Source: an optimization exercise on an open RTL-to-GDS flow (aim: small area, a short achievable clock period and few clock cycles per item). Production flows keep margins and buffers that such runs may drop. In this exercise RTL edits were held to simulation tests only and were not proved equivalent to the original. No activity file was given, so power comes from the tool's default toggle rates.

==> design/flow/design.v <==
`timescale 1ns / 1ps
module carry_sel_adder #(parameter ADDER_W = 124)
                      (input wire clk,
                       input wire [ADDER_W-1:0] A,
                       input wire [ADDER_W-1:0] B,
                       input wire cin,
                       output wire [ADDER_W-1:0] S,
                       output wire cout);
    reg [ADDER_W-1:0] S0, S1;
    reg C0, C1;
    always @(posedge clk)
    begin
        {C0, S0} <= A + B;
        {C1, S1} <= A + B + {{(ADDER_W-1){1'b0}}, 1'b1};
    end
    assign cout = (cin == 1'b1) ? C1 : C0;
    assign S    = (cin == 1'b1) ? S1 : S0;
endmodule
module mpadder #(parameter N = 512, parameter ADDER_W = 124, parameter ADDER_NUM = 4)
       (
        input  wire          clk,
        input  wire          resetn,
        input  wire          start,
        input  wire          subtract,
        input  wire [N+2:0]  in_a,
        input  wire [N+2:0]  in_b,
        output wire [N+3:0]  result,
        output wire          done
        );
        localparam LOW_W = ADDER_W * ADDER_NUM;
        wire cin;
        assign cin = subtract;
        wire [N+2:0] in_b_xor;
        wire [ADDER_NUM+1:0] carries;
        assign in_b_xor = in_b ^ {(N+3){subtract}};
        carry_sel_adder #(ADDER_W) adder_0(clk, in_a[ADDER_W-1:0], in_b_xor[ADDER_W-1:0], cin, result[ADDER_W-1:0], carries[0]);
        for (genvar i = 1; i < ADDER_NUM; i = i + 1) begin : g_adder
            carry_sel_adder #(ADDER_W) adder_i(clk, in_a[ADDER_W*i + ADDER_W-1 : ADDER_W*i], in_b_xor[ADDER_W*i + ADDER_W-1 : ADDER_W*i], carries[i-1], result[ADDER_W*i + ADDER_W-1 : ADDER_W*i], carries[i]);
        end
        assign {carries[ADDER_NUM], result[N+2:LOW_W]} = in_a[N+2:LOW_W] + in_b_xor[N+2:LOW_W] + {{(N+2-LOW_W){1'b0}}, carries[ADDER_NUM-1]};
        assign result[N+3]  = carries[ADDER_NUM] ^ subtract;
        reg regDone;
        always @(posedge clk)
        begin
            if (~resetn)
                regDone <= 1'b0;
            else
                regDone <= start;
        end
        assign done = regDone;
    endmodule
`timescale 1ns / 1ps
module montgomery #(parameter N = 512, parameter LOGN = 9) (
    input clk,
    input resetn,
    input start,
    input wire [N-1:0] in_a,
    input wire [N-1:0] in_b,
    input wire [N-1:0] in_m,
    output wire [N+3:0] result,
    output wire done);
    reg [LOGN:0] shift_counter;
    wire ai;
    wire c0;
    wire adder_b_done;
    wire [N+3:0] muxOutAdder_B;
    wire adder_b_done_mux;
    wire adder_m_done;
    reg adder_m_done_reg;
    assign c0 = (start) ? 1'b0 : muxOutAdder_B[0];
    wire mux1;
    assign mux1 = (c0) ? adder_m_done : adder_b_done_mux;
    always @(posedge clk)
    begin
        if (~resetn)
            adder_m_done_reg <= 1'b0;
        else if (shift_counter[LOGN] == 1'b0)
            adder_m_done_reg <= mux1;
        else
            adder_m_done_reg <= 1'b0;
    end
    reg [N-1:0] in_a_reg;
    always @(posedge clk)
    begin
        if (~resetn || start)
        begin
            shift_counter <= 0;
            in_a_reg      <= in_a;
        end
        else if (mux1 && shift_counter[LOGN] == 1'b0)
        begin
            in_a_reg      <= in_a_reg >> 1;
            shift_counter <= shift_counter + 1;
        end
    end
    reg stage;
    always @(posedge clk) begin
        if (~resetn || start)
            stage <= 1'b0;
        else if (shift_counter[LOGN] == 1'b1)
            stage <= 1'b1;
    end
    reg [N+3:0] regC_Q;
    wire start_b_;
    assign start_b_ = start || adder_m_done_reg;
    wire start_b;
    assign start_b = ai && start_b_;
    assign ai = (start) ? in_a[0] : in_a_reg[0];
    wire [N+3:0] adder_b_result;
    mpadder #(.N(N)) adder_B (
    .clk      (clk),
    .resetn   (resetn),
    .start    (start_b),
    .subtract (1'b0),
    .in_a     (regC_Q),
    .in_b     ({3'b0, in_b}),
    .result   (adder_b_result),
    .done     (adder_b_done));
    assign muxOutAdder_B = (in_a_reg[0] == 1) ? adder_b_result : regC_Q;
    assign adder_b_done_mux = (ai == 1) ? adder_b_done : start_b_;
    reg start_m_sub;
    always @(posedge clk) begin
        if (~resetn || start)
            start_m_sub <= 1'b0;
        else if (shift_counter[LOGN] == 1'b1)
            start_m_sub <= adder_m_done;
    end
    reg regLoopDone;
    reg start_m_sub_d;
    always @(posedge clk) begin
        if (~resetn || start)
            start_m_sub_d <= 1'b0;
        else if (shift_counter[LOGN] == 1'b1)
            start_m_sub_d <= start_m_sub || regLoopDone;
    end
    reg [N+3:0] regC_sub;
    wire [N+3:0] adder_m_input;
    assign adder_m_input = (stage) ? regC_sub : muxOutAdder_B;
    wire [N+3:0] adder_m_result;
    wire start_m;
    assign start_m = (shift_counter[LOGN]) ? start_m_sub_d : (adder_b_done_mux && c0);
    mpadder #(.N(N)) adder_M (
    .clk      (clk),
    .resetn   (resetn),
    .start    (start_m),
    .subtract (stage),
    .in_a     (adder_m_input),
    .in_b     ({3'b0, in_m}),
    .result   (adder_m_result),
    .done     (adder_m_done));
    wire [N+3:0] muxOutAdder_M;
    assign muxOutAdder_M = (c0 == 1) ? adder_m_result : muxOutAdder_B;
    always @(posedge clk)
    begin
        if (~resetn || start)
            regC_Q <= {(N+4){1'b0}};
        else if (mux1 && shift_counter[LOGN] == 1'b0)
            regC_Q <= (muxOutAdder_M >> (~shift_counter[LOGN]));
    end
    always @(posedge clk) begin
        if (~resetn || start) begin
            regLoopDone <= 1'b0;
        end else if(shift_counter[LOGN] == 1'b1) begin
            regLoopDone <= adder_m_done_reg;
        end
    end
    reg subDone;
    always @(posedge clk) begin
        if (~resetn || start)
            regC_sub <= {(N+4){1'b0}};
        else if (regLoopDone)
            regC_sub <= regC_Q;
        else if (stage == 1'b1 && start_m_sub == 1'b1 && subDone == 1'b0)
            regC_sub <= adder_m_result;
    end
    always @(posedge clk) begin
        if (~resetn || start)
            subDone      <= 1'b0;
        else if (adder_m_result[N+3] == 1'b1 && adder_m_done)
            subDone      <= 1'b1;
    end
    assign result = regC_sub[N-1:0];
    assign done = subDone;
endmodule
module montgomery_exp #(parameter N = 512, parameter LOGN = 9) (
    input clk,
    input resetn,
    input start,
    input encryp_mode,
    input [N-1:0] msg,
    input [N-1:0] exp,
    input [N-1:0] n,
    input [N-1:0] rmodn,
    input [N-1:0] r2modn,
    output [N-1:0] result,
    output done);
    wire [N-1:0] m0_in_a;
    wire [N-1:0] m0_in_b;
    wire [N-1:0] m0_res;
    wire [N-1:0] m1_in_a;
    wire [N-1:0] m1_in_b;
    wire [N-1:0] m1_res;
    wire m0_resetn;
    wire m1_resetn;
    wire m0_start;
    wire m1_start;
    wire m0_done;
    wire m1_done;
    wire m0m1_done;
    assign m0m1_done = m0_done && m1_done;
    reg regStart;
    always @(posedge clk) begin
        if (~resetn)
            regStart <= 1'b0;
        else if (m0_done || start)
            regStart <= start;
    end
    wire inLoop;
    assign inLoop = ~(regStart || start);
    reg [LOGN:0] shift_counter;
    always @(posedge clk) begin
        if (~resetn || start)
            shift_counter <= 0;
        else if (encryp_mode == 0 && inLoop && m0m1_done && shift_counter[4] == 1'b0)
            shift_counter <= shift_counter + 1;
        else if (encryp_mode != 0 && inLoop && m0m1_done && shift_counter[LOGN] == 1'b0)
            shift_counter <= shift_counter + 1;
    end
    wire outLoop;
    assign outLoop = inLoop && ((encryp_mode == 0) ? shift_counter[4] : shift_counter[LOGN]);
    reg [N-1:0] e_reg;
    always @(posedge clk) begin
        if (~resetn || start)
        begin
            if(encryp_mode == 0)
                e_reg <= exp << (N-16);
            else
                e_reg <= exp;
        end
        else if (inLoop && m0m1_done)
            e_reg <= e_reg << 1;
    end
    wire e_i;
    assign e_i = e_reg[N-1];
    reg start_d;
    always @(posedge clk) begin
        if (~resetn)
            start_d <= 1'b0;
        else
            start_d <= start;
    end
    reg m0_start_reg;
    always @(posedge clk) begin
        if (~resetn)
            m0_start_reg <= 1'b0;
        else if (start)
            m0_start_reg <= start;
        else if(~inLoop)
            m0_start_reg <= m0_done;
        else
            m0_start_reg <= m0m1_done;
    end
    assign m0_start = m0_start_reg && ((encryp_mode == 0) ? ~shift_counter[4] : ~shift_counter[LOGN]);
    assign m1_start = (outLoop) ? m0_start_reg : (m0_start && inLoop);
    wire [N-1:0] muxA_out;
    assign muxA_out = (e_i) ? m0_res : m1_res;
    reg muxX_sel;
    always @(posedge clk) begin
        if (~resetn || start)
            muxX_sel <= 1'b1;
        else if (inLoop)
            muxX_sel <= ~e_i;
    end
    wire [N-1:0] muxX_out;
    assign muxX_out = (muxX_sel) ? m0_res : m1_res;
    wire [N-1:0] muxRegA_D;
    assign muxRegA_D = (start) ? rmodn : muxA_out;
    reg [N-1:0] regA_Q;
    always @(posedge clk) begin
        if (~resetn)
            regA_Q <= {N{1'b0}};
        else if (start || m0m1_done)
            regA_Q <= muxRegA_D;
    end
    reg [N-1:0] regX_Q;
    always @(posedge clk) begin
        if (~resetn || start)
            regX_Q <= {N{1'b0}};
        else if (m0m1_done || (m0_done && regStart))
            regX_Q <= muxX_out;
    end
    assign m0_in_a = (~inLoop) ? msg : regA_Q;
    assign m0_in_b = (~inLoop) ? r2modn : regX_Q;
    montgomery #(.N(N), .LOGN(LOGN)) multi_0 (
    .clk      (clk),
    .resetn   (m0_resetn),
    .start    (m0_start),
    .in_a     (m0_in_a),
    .in_b     (m0_in_b),
    .in_m     (n),
    .result   (m0_res),
    .done     (m0_done));
    assign m1_in_a = (outLoop) ? regA_Q : ((e_i) ? regX_Q : regA_Q);
    assign m1_in_b = (outLoop) ? {{(N-1){1'b0}}, 1'b1} : m1_in_a;
    montgomery #(.N(N), .LOGN(LOGN)) multi_1 (
    .clk      (clk),
    .resetn   (m1_resetn),
    .start    (m1_start),
    .in_a     (m1_in_a),
    .in_b     (m1_in_b),
    .in_m     (n),
    .result   (m1_res),
    .done     (m1_done));
    reg regDone;
    always @(posedge clk) begin
        if (~resetn || start)
            regDone <= 1'b0;
        else if (m1_done && outLoop)
            regDone <= 1'b1;
        else
            regDone <= 1'b0;
    end
    assign result = m1_res;
    assign done = regDone;
    assign m0_resetn = (~inLoop) ? ((~m0_done) && resetn) : ((~m0m1_done) && resetn);
    assign m1_resetn = m0_resetn;
endmodule
`timescale 1ns / 1ps
module rsa_wrapper #(parameter N = 512, parameter LOGN = 9)
(
    input           clk,
    input           resetn,
    input  [  31:0] arm_to_fpga_cmd,
    input           arm_to_fpga_cmd_valid,
    output          fpga_to_arm_done,
    input           fpga_to_arm_done_read,
    input           arm_to_fpga_data_valid,
    output          arm_to_fpga_data_ready,
    input  [N-1:0] arm_to_fpga_data,
    output          fpga_to_arm_data_valid,
    input           fpga_to_arm_data_ready,
    output [N-1:0] fpga_to_arm_data);
    localparam STATE_BITS           = 3;    
    localparam STATE_WAIT_FOR_CMD   = 3'h0;  
    localparam STATE_READ_DATA      = 3'h1;
    localparam STATE_COMPUTE        = 3'h2;
    localparam STATE_ENCRYPT        = 3'h3;
    localparam STATE_DECRYPT        = 3'h4;
    localparam STATE_WRITE_DATA     = 3'h5;
    localparam STATE_ASSERT_DONE    = 3'h6;
    localparam STATE_WAIT_FOR_RESULT= 3'h7;
    reg [STATE_BITS-1:0] r_state;
    reg [STATE_BITS-1:0] next_state;
    localparam CMD_READ             = 32'h0;
    localparam CMD_ENCRYPT          = 32'h1;    
    localparam CMD_WRITE            = 32'h2;
    localparam CMD_DECRYPT          = 32'h3;
    wire calc_done;
    always @(*)
    begin
        if (resetn==1'b0)
        begin
            next_state <= STATE_WAIT_FOR_CMD;
        end
        else
        begin
            case (r_state)
                STATE_WAIT_FOR_CMD:
                    begin
                        if (arm_to_fpga_cmd_valid) begin
                            case (arm_to_fpga_cmd)
                                CMD_READ:
                                begin
                                    next_state <= STATE_READ_DATA;
                                end
                                CMD_ENCRYPT:
                                begin                      
                                    next_state <= STATE_ENCRYPT;
                                end
                                CMD_DECRYPT:
                                begin
                                    next_state <= STATE_DECRYPT;
                                end
                                CMD_WRITE:
                                begin
                                    next_state <= STATE_WRITE_DATA;
                                end
                                default:
                                    next_state <= r_state;
                            endcase
                        end else begin
                            next_state <= r_state;
                        end
                    end
                STATE_READ_DATA:
                    next_state <= (arm_to_fpga_data_valid) ? STATE_ASSERT_DONE : r_state;
                STATE_ENCRYPT:
                    next_state <= STATE_COMPUTE;
                STATE_DECRYPT:
                    next_state <= STATE_COMPUTE;
                STATE_COMPUTE:
                    next_state <= STATE_WAIT_FOR_RESULT;
                STATE_WAIT_FOR_RESULT:
                    next_state <= (calc_done) ? STATE_ASSERT_DONE : STATE_WAIT_FOR_RESULT;
                STATE_WRITE_DATA:
                begin
                    next_state <= (fpga_to_arm_data_ready) ? STATE_ASSERT_DONE : r_state;
                end
                STATE_ASSERT_DONE:
                begin
                    next_state <= (fpga_to_arm_done_read) ? STATE_WAIT_FOR_CMD : r_state;
                end
                default:
                    next_state <= STATE_WAIT_FOR_CMD;
            endcase
        end
    end
    always @(posedge(clk))
        if (resetn==1'b0)
            r_state <= STATE_WAIT_FOR_CMD;
        else
            r_state <= next_state;   
    reg [N-1:0] core_data;
    reg start;
    reg encrpyt_mode;
    reg exp_resetn;
    wire [N-1:0] result;
    reg  [N-1:0]   msg;
    reg  [N-1:0]   exp;
    reg  [N-1:0]   n;
    reg  [N-1:0]   rmodn;
    reg  [N-1:0]   r2modn;
    montgomery_exp #(.N(N), .LOGN(LOGN)) mont_exp(
        .clk(clk),
        .resetn(exp_resetn),
        .start(start),
        .encryp_mode(encrpyt_mode),
        .msg(msg),
        .exp(exp),
        .n(n),
        .rmodn(rmodn),
        .r2modn(r2modn),
        .result(result),
        .done(calc_done)
    );
    reg[2:0] param_cnt;
    always @(posedge(clk))
        if (resetn==1'b0)
        begin
            core_data <= {N{1'b0}};
            param_cnt <= 0;
            exp_resetn <= 1'b0;
        end
        else
        begin
            case (r_state)
                STATE_READ_DATA: begin
                    exp_resetn <= 1'b0;
                    if (arm_to_fpga_data_valid)
                    begin
                        case (param_cnt)
                            3'b000:
                            begin
                                msg <= arm_to_fpga_data;
                                param_cnt <= 3'b001;
                            end
                            3'b001:
                            begin
                                exp <= arm_to_fpga_data;
                                param_cnt <= 3'b010;
                            end
                            3'b010:
                            begin
                                n <= arm_to_fpga_data;
                                param_cnt <= 3'b011;
                            end
                            3'b011:
                            begin
                                rmodn <= arm_to_fpga_data;
                                param_cnt <= 3'b100;
                            end
                            3'b100:
                            begin
                                r2modn <= arm_to_fpga_data;
                                param_cnt <= 3'b000;
                            end
                            default: param_cnt <= 3'b000;
                        endcase
                    end
                    else
                    begin
                        msg <= msg;
                        exp <= exp;
                        n <= n;
                        rmodn <= rmodn;
                        r2modn <= r2modn;
                    end
                end
                STATE_ENCRYPT: begin
                    exp_resetn <= 1'b0;
                    encrpyt_mode <= 1'b0;
                end
                STATE_DECRYPT: begin
                    exp_resetn <= 1'b0;
                    encrpyt_mode <= 1'b1;
                end
                STATE_COMPUTE:
                begin
                    start <= 1'b1;
                    exp_resetn <= 1'b1;
                end
                default: begin
                    msg <= msg;
                    exp <= exp;
                    n <= n;
                    rmodn <= rmodn;
                    r2modn <= r2modn;
                    start <= 1'b0;
                end
            endcase
        end
    assign fpga_to_arm_data       = result;
    reg r_fpga_to_arm_data_valid;
    reg r_arm_to_fpga_data_ready;
    always @(posedge(clk)) begin
        r_fpga_to_arm_data_valid <= (r_state==STATE_WRITE_DATA);
        r_arm_to_fpga_data_ready <= (r_state==STATE_READ_DATA);
    end
    assign fpga_to_arm_data_valid = r_fpga_to_arm_data_valid;
    assign arm_to_fpga_data_ready = r_arm_to_fpga_data_ready;
    reg r_fpga_to_arm_done;
    always @(posedge(clk))
    begin
        r_fpga_to_arm_done <= (r_state==STATE_ASSERT_DONE);
    end
    assign fpga_to_arm_done = r_fpga_to_arm_done;
endmodule
==> design/flow/run.sh <==
#!/bin/bash
# synth_recipe.tcl (not shown) runs the flow's synth.tcl, then flattens the netlist and writes it again
# the make line also repeats each setting of config.mk as NAME=value (left out here)
make -C /OpenROAD-flow-scripts/flow DESIGN_CONFIG=/design/flow/config.mk WORK_HOME=/design/flow/orfs CLKGATE_MAP_FILE= SYNTH_SCRIPT=/design/flow/synth_recipe.tcl finish
==> design/flow/config.mk <==
export PLATFORM = sky130hd
export DESIGN_NAME = rsa_wrapper
export DESIGN_NICKNAME = rsa_wrapper
export VERILOG_FILES = /design/flow/design.v
export SDC_FILE = /design/flow/constraint.sdc
export NUM_CORES = 8
export LEC_CHECK = 0
export CAP_MARGIN = 30
export CORE_MARGIN = 2
export CORE_UTILIZATION = 35
export SETUP_SLACK_MARGIN = 0.3
export SLEW_MARGIN = 50
==> design/flow/constraint.sdc <==
create_clock -name core_clock -period 9.0 [get_ports {clk}]
set_input_delay 1.8000 -clock core_clock [delete_from_list [all_inputs] [get_ports {clk}]]
set_output_delay 1.8000 -clock core_clock [all_outputs]
set_load 0.01 [all_outputs]
==> flow_summary.ini <==
[status]
status = finished clean

[floorplan]
die_area_mm2 = 1.73
row_count = 481
coreArea_mm2 = 1.71
ios = 1065
die_w_mm = 1.31
start_util_pct = 35.1
die_y_mm = 1.31

[worst_setup_path]
slowest_delay_ns = 0.55
reg2reg_setup_slack_ns = 0.27
slowest_stage = buf_4
path_max_fanout = 32
reg2reg_from = encrpyt_mode$_DFFE_PP_
cp_common_cell = buf_4
rr_endpoint = mont_exp.multi_1.adder_B.adder_0.C0$_DFF_P_
worst_r2r_path_depth = 29
crit_type = reg -> reg
crit_arrival_ns = 9.88
crit_path_end_kind = register
critical_path_required_ns = 10.16
start_kind = register

[drt]
wire_per_inst_um = 26.5
drt_iter0_drc = 55700
routed_via_density = 5.57
routed_wl_mm = 2470
drc = 0
first_pass_iters = 10
vias = 520000
detail-route-antenna-nets = 0

[yosys]
synth-main-ff-cell = dfxtp_1
ys_top_cells_by_count = nand2_1 (13,300), dfxtp_1 (6,894), nor2_1 (5,664)
synth_cell_type_count = 134
syn_area_mm2 = 0.601
ys_warn_count = 9
synth_top_area_share_pct = 22.9
synth_edf_count = 4098
ys_top_cells_by_area = dfxtp_1 (23%), edfxtp_1 (20%), nand2_1 (8.3%)
ys_ff_latch = 11000
syn-num-nets = 71800
yosysTopAreaCell = dfxtp_1
synth-async-reset-ratio_pct = 0
ys_seq_area_share_pct = 43.4
synth.avg_cell_area_um2 = 8.69
yosysMostFrequentCell = nand2_1
synthCells = 69200

[global_routing]
grt_pass1_wl_mm = 3490
antenna_found_initial = 319
grt-ovfl-total = 0
grt_use_total_pct = 27.2
grt_pass1_vias = 478000
grt_max_degree = 167

[pwr]
p_total_w = 0.108
power_density_mw_per_mm2 = 156
p_switching_w = 0.0237
pwr-share-seq_pct = 48.0
ir_worst_vdd_uv = 149
intPower_w = 0.0839
swShare_pct = 22.1
p_leak_nw = 285
p_clk_share_pct = 50.4
pwr-share-comb_pct = 1.7

[cts]
cts_hold_buffers = 0
clockRootBuffer = clkbuf_16
cts_buffers = 1334
cts_htree_levels = 7
tritoncts = yes
cts.sinks = 11000
insertion_delay_ns = 1.38
clk_pin_slew_ns = 0.06
ctsLongestPathBuffers = 6

[final_layout]
nets = 72000
reg.largest.list = mont_exp.multi_0.regC_Q x516, mont_exp.multi_1.regC_Q x516
fin_util_pct = 40.2
syn2layout_area_growth_pct = 14.6
layout-drive-gt1-share_pct = 8.06

[sta]
maxSlewViolCount = 0
setup_ws_ns = 0.274
tightest_slew_ns = 0.944
setup_viol = 0
fin_crit_sh_pct = 97.0
slew_headroom_pct = 37.1
holdWs_ns = 0.439
fin_skew_ns = 0.125
fmaxAchievable_mhz = 115
setup_tns_ns = 0
grt_setup_unrepaired = yes
hold_violations = 0
min_period_ns = 8.73

[run]
drv_cap = 0

[min_path]
hold_path.startpoint = mont_exp.e_reg[111]$_DFFE_PP_
min_path_cells = 2
hp-class = reg -> reg
min_to = mont_exp.e_reg[112]$_DFFE_PP_

[placement]
hpwl_mm = 1930
gp_congestion = 1.01
post-place-ws_ns = 0.106
io_buffers = 1064
## routing by layer
metal	global-route usage, %	vias up	part of all wire (%)
met4	12.6	96	5.3
met2	40.7	20200	42
met5	0.121	-	0.039
li1	-	244000	-
met1	37.6	252000	44
met3	5.39	3649	8.3
## power groups by stage
stage | sequential, W | clock (W) | combinational, W
global route | 0.0516 | 0.0568 | 0.00191
detailed placement | 0.0527 | 0 | 0.00179
global placement | 0.0527 | 0 | 0.00178
finish | 0.0516 | 0.0542 | 0.00182
CTS | 0.0516 | 0.0549 | 0.00179
floorplan | 0.0527 | 0 | 0.000743
## area by class of cell
type	count	area [um^2]
Clock inverter	490	4940
Fill cell	172000	1030000
Inverter	1255	4740
Clock buffer	1866	38100
Antenna cell	217	543
Timing Repair Buffer	3427	33100
Sequential cell	11000	261000
Tap cell	22700	28400
Multi-Input combinational cell	52400	318000
## cell families (layout without fill, tap and decap cells)
family | Yosys count | in the layout | synth area share (%)
simple gates | 26200 | 26200 | 19.1
compound gates | 15600 | 15600 | 15.9
flops | 11000 | 11000 | 43.4
buf+inv | 5835 | 7038 | 3.97
xor+xnor | 4281 | 4281 | 6.24
mux | 4189 | 4189 | 7.09
fa+ha+maj | 2085 | 2085 | 4.37
other cells | 0 | 217 | 0
## how the worst max path moves through the flow
stage	start	endpoint	slack (ns)	depth (start not counted)
2_1_floorplan	arm_to_fpga_data_valid	r2modn[0]$_DFFE_PP_	-9.46	2
3_5_place_dp	encrpyt_mode$_DFFE_PP_	mont_exp.multi_1.adder_B.adder_0.C0$_DFF_P_	0.11	28
4_1_cts	mont_exp.multi_1.adder_B.adder_0.C0$_DFF_P_	mont_exp.multi_1.adder_M.g_adder[3].adder_i.S1[118]$_DFF_P_	0.32	32
6_report	encrpyt_mode$_DFFE_PP_	mont_exp.multi_1.adder_B.adder_0.C0$_DFF_P_	0.27	29
3_3_place_gp	mont_exp.multi_0.adder_B.adder_0.C0$_DFF_P_	mont_exp.multi_0.adder_M.g_adder[1].adder_i.S1[122]$_DFF_P_	-0.21	25
5_1_grt	mont_exp.multi_0.adder_B.adder_0.C0$_DFF_P_	mont_exp.multi_0.adder_M.g_adder[3].adder_i.S1[121]$_DFF_P_	0.18	30
## layout by cell type, fill, tap and decap left out, drive strengths merged, types with 114 or more instances in the layout
cell type	instances
nand2	13300
dfxtp	6894
nor2	5667
a21oi	4985
edfxtp	4098
o21ai	3836
mux2i	3639
buf	2433
xnor2	2264
nand3	2223
ha	2061
xor2	2017
clkbuf	1870
a21o	1474
a31oi	1312
inv	1311
a211oi	1110
clkdlybuf4s50	989
and2	947
nor3	875
nand4	646
mux2	549
and3	520
o21bai	430
o21a	412
o211ai	357
nand2b	317
clkinv	317
nor2b	310
nor4	294
or3	246
diode	217
or2	190
and4	177
o31ai	164
a2111oi	134
o2111ai	128
a21boi	114
## stage by stage
| step | instances | instance area [um^2] |
|---|---|---|
| floorplan | 69200 | 602000 |
| global placement | 90600 | 642000 |
| detailed placement | 90700 | 644000 |
| CTS | 93000 | 687000 |
| global route | 93200 | 689000 |
| finish | 93300 | 689000 |
## worst max-delay path, delay by kind of cell, from the launching register on
family	cells	cell delay, ns
adder cells (fa/ha/maj)	1	0.30
buffers and inverters	10	2.68
AO/OA/AOI/OAI	7	1.78
multiplexers	1	0.23
AND/OR/NAND/NOR	10	2.67
flip-flops	1	0.41
## timing repair
action / in CTS / in global routing
resized for setup: 8 / 71
setup buffers: 6 / 17
endpoints found under the setup margin: 22 / 113
pin swaps: 2 / 11
gates cloned: 0 / 2
hold endpoints to repair: 0 / 0
Testbench counts, summed over its fixed seeds: cycles 2,281,739, ops 12.

re-timing with driven ports:
The flow's constraints put no driver on any port. The routed layout listed below was extracted and timed again, unchanged, in two steps. Step 1 assumes that a clkbuf_16 drives the clock port and a buf_2 every other input. Step 2 also shifts input and output timing later by t, the mid clock arrival at the registers, as if the neighbouring blocks saw the same clock. a / b / c = no drivers / after step 1 / after step 2; a / b = the first two.
shift t [ns]: 1.524
setup slack, ns: 0.274 / 0.274 / 0.274
latest minus earliest clock arrival (ns): 0.132 / 0.132
worst register clock-pin slew, ns: 0.08 / 0.08
cell pins on the clock port's net: 1
After both steps setup and hold are still met in this run. For this run, drivers alone change the setup slack by 0.000 ns; drivers and shift together by 0.000 ns.
